What follows belongs to an exercise in optimizing a design on an open flow for small area, a short achievable clock period and few clock cycles per item; a production flow would make more cautious choices.
In this exercise RTL edits were held to simulation tests only and were not proved equivalent to the original.
Power and IR drop assume default switching activity.

run 1:
## simple_cpu_top
module simple_cpu_top #(
    parameter BIT_WIDTH = 16,
    parameter PROGRAM_FILE = "program.mem"
)(
    input wire clk,
    input wire rst_n,
    input wire start,
    input wire [BIT_WIDTH-1:0] operand_a,
    input wire [BIT_WIDTH-1:0] operand_b,
    output wire [BIT_WIDTH-1:0] result,
    output wire done
);
    wire [BIT_WIDTH-1:0] product;
    simple_datapath #(.BIT_WIDTH(BIT_WIDTH)) datapath (
        .a(operand_a), .b(operand_b), .p(product)
    );
    simple_control control (
        .clk(clk), .rst_n(rst_n), .start(start), .done(done)
    );
    reg [BIT_WIDTH-1:0] result_r;
    always @(posedge clk)
        if (start) result_r <= product;
    assign result = result_r;
endmodule
Size in the first run: ~17 flip-flops, roughly 52 I/O pins, about 3800 sq um of cells after synthesis.
export LEC_CHECK = 0
export CAP_MARGIN = 20
export CORE_MARGIN = 2
export CORE_UTILIZATION = 40
export GPL_TIMING_DRIVEN = 0
export SLEW_MARGIN = 20
export SYNTH_HIERARCHICAL = 1
export SYNTH_MINIMUM_KEEP_SIZE = 0
create_clock -name core_clock -period 5.0 [get_ports {clk}]
standard.sh (not shown) runs the stock make flow with config.mk's settings and CLKGATE_MAP_FILE= SYNTH_SCRIPT=/design/flow/synth_recipe.tcl, a recipe that flattens the netlist after the stock synthesis.
==> flow/flow/run.sh <==
#!/bin/bash
# The standard layout, with the port buffers made from buf_2 cells
# (ORFS's default picks a delay buffer, clkdlybuf4s50_1).
set -euo pipefail
bash standard.sh "BUFFER_PORTS_ARGS=-buffer_cell sky130_fd_sc_hd__buf_2" finish > standard_run.log 2>&1
Testbench counts of run 1, summed over its fixed seeds: cycles 384, items 384.
Changes in run 2 relative to run 1:
Settings: GPL_TIMING_DRIVEN removed (was 0).
==> flow/run.sh (new file) <==
#!/bin/bash
# synth_recipe.tcl (not shown) runs the flow's synth.tcl, then flattens the netlist and writes it again
# the make line also repeats each setting of config.mk as NAME=value (left out here)
make -C /OpenROAD-flow-scripts/flow DESIGN_CONFIG=/design/flow/config.mk WORK_HOME=/design/flow/orfs CLKGATE_MAP_FILE= SYNTH_SCRIPT=/design/flow/synth_recipe.tcl finish
removed: flow/flow/run.sh
removed: flow/standard.sh
Run 2 went all the way through the flow, and no timing, DRC or antenna check failed. Number of clock-tree buffers in the layout up 1 in run 2 wrt run 1. Run 2 vs run 1: clock network fraction of design power down in run 2. From run 1 to run 2 the numbers moved as follows: maximum frequency lost 0.0012 GHz, met2 routing resource usage after global routing picked up an extra 2.5 points, final area picked up an extra about 18%, count of placed standard cells in the final layout, fillers left out picked up an extra 68, total chip power picked up an extra about 28%. The final reports for run 2 and run 1 show non-clock buffer count higher in the former.
Modified inputs, run 3 compared to run 2
==> flow/flow/run.sh (new file) <==
#!/bin/bash
# The standard layout, with the port buffers made from buf_4 cells
# (ORFS's default picks a delay buffer, clkdlybuf4s50_1).
set -euo pipefail
bash standard.sh "BUFFER_PORTS_ARGS=-buffer_cell sky130_fd_sc_hd__buf_4" finish > standard_run.log 2>&1
==> flow/standard.sh (new file) <==
#!/bin/bash
# synth_recipe.tcl (not shown) runs the flow's synth.tcl, then flattens the netlist and writes it again
# the make line also repeats each setting of config.mk as NAME=value (left out here)
make -C /OpenROAD-flow-scripts/flow DESIGN_CONFIG=/design/flow/config.mk WORK_HOME=/design/flow/orfs CLKGATE_MAP_FILE= SYNTH_SCRIPT=/design/flow/synth_recipe.tcl "${@:-finish}"
removed: flow/run.sh
## What came out
Against run 2 as the reference, run 3 delivers a lower proportion of final cell area spent on non-clock buffers. Taking run 2 as the reference, in run 3 shortest clock period the worst path allows after layout now sits lower, die area stayed essentially flat, non-filler instance count after layout shrank by about 7%. Area overhead of the layout relative to synthesis (lower): run 3. Relative to run 2, switching part of the total has gone up in run 3.
> inputs changed (run 3 -> run 4)
==> flow/flow/run.sh <==
#!/bin/bash
# The standard layout, with the port buffers made from buf_2 cells
# (ORFS's default picks a delay buffer, clkdlybuf4s50_1).
set -euo pipefail
bash standard.sh "BUFFER_PORTS_ARGS=-buffer_cell sky130_fd_sc_hd__buf_2" finish > standard_run.log 2>&1
[summary]
Last weighted congestion value of the routability-driven placer: run 4 vs run 3 down 2.4%. Taking run 3 as the reference, in run 4 global-route wire length before repair now sits lower; switching power summed over all nets now sits at about the same level. Looking at worst setup slack across both flows, run 4 is the weaker of the two, with run 3 ahead. Highest clock frequency the design can meet (run 4 vs. run 3) decreases slightly. Run 4 vs run 3: sum of internal, switching and leakage power down slightly. Die span in y came out exactly the same in run 4 and run 3. Going from run 3 to run 4, post-synthesis to final-layout area growth shrinks by 2.3 points. Any difference in clock-net power between run 3 and run 4 is small enough to ignore.

## static timing again, ports no longer ideal
The flow's constraints put no driver on any port. The routed layouts listed below were extracted and timed again, unchanged, in two steps.
Step 1 (the two cells are an assumption about what drives the block):
set clk [get_ports {clk}]
set_driving_cell -lib_cell sky130_fd_sc_hd__clkbuf_16 $clk
set_driving_cell -lib_cell sky130_fd_sc_hd__buf_2 [delete_from_list [all_inputs] $clk]
Step 2 moves the port delays by t, midway between the first and last clock arrival at a register: inputs arrive t later, outputs are due t later. That takes back most of the time a late clock gives input paths.
a / b / c = ideal ports / drivers / drivers and shift; a / b = the first two.
run	t, ns	slack for setup (ns)	worst data-port slew with drivers (ns)
run 1	0.284	0.128 / 0.137 / -0.147	0.04
run 2	0.282	0.099 / 0.100 / -0.183	0.04
run 3	0.283	0.152 / 0.158 / -0.125	0.04
run 4	0.285	0.126 / 0.133 / -0.152	0.04
With both steps, setup timing fails in every run listed, where it was met with ideal ports. The setup slack of run 2, which loses most, moves by +0.001 ns with the drivers and by -0.282 ns with both steps.
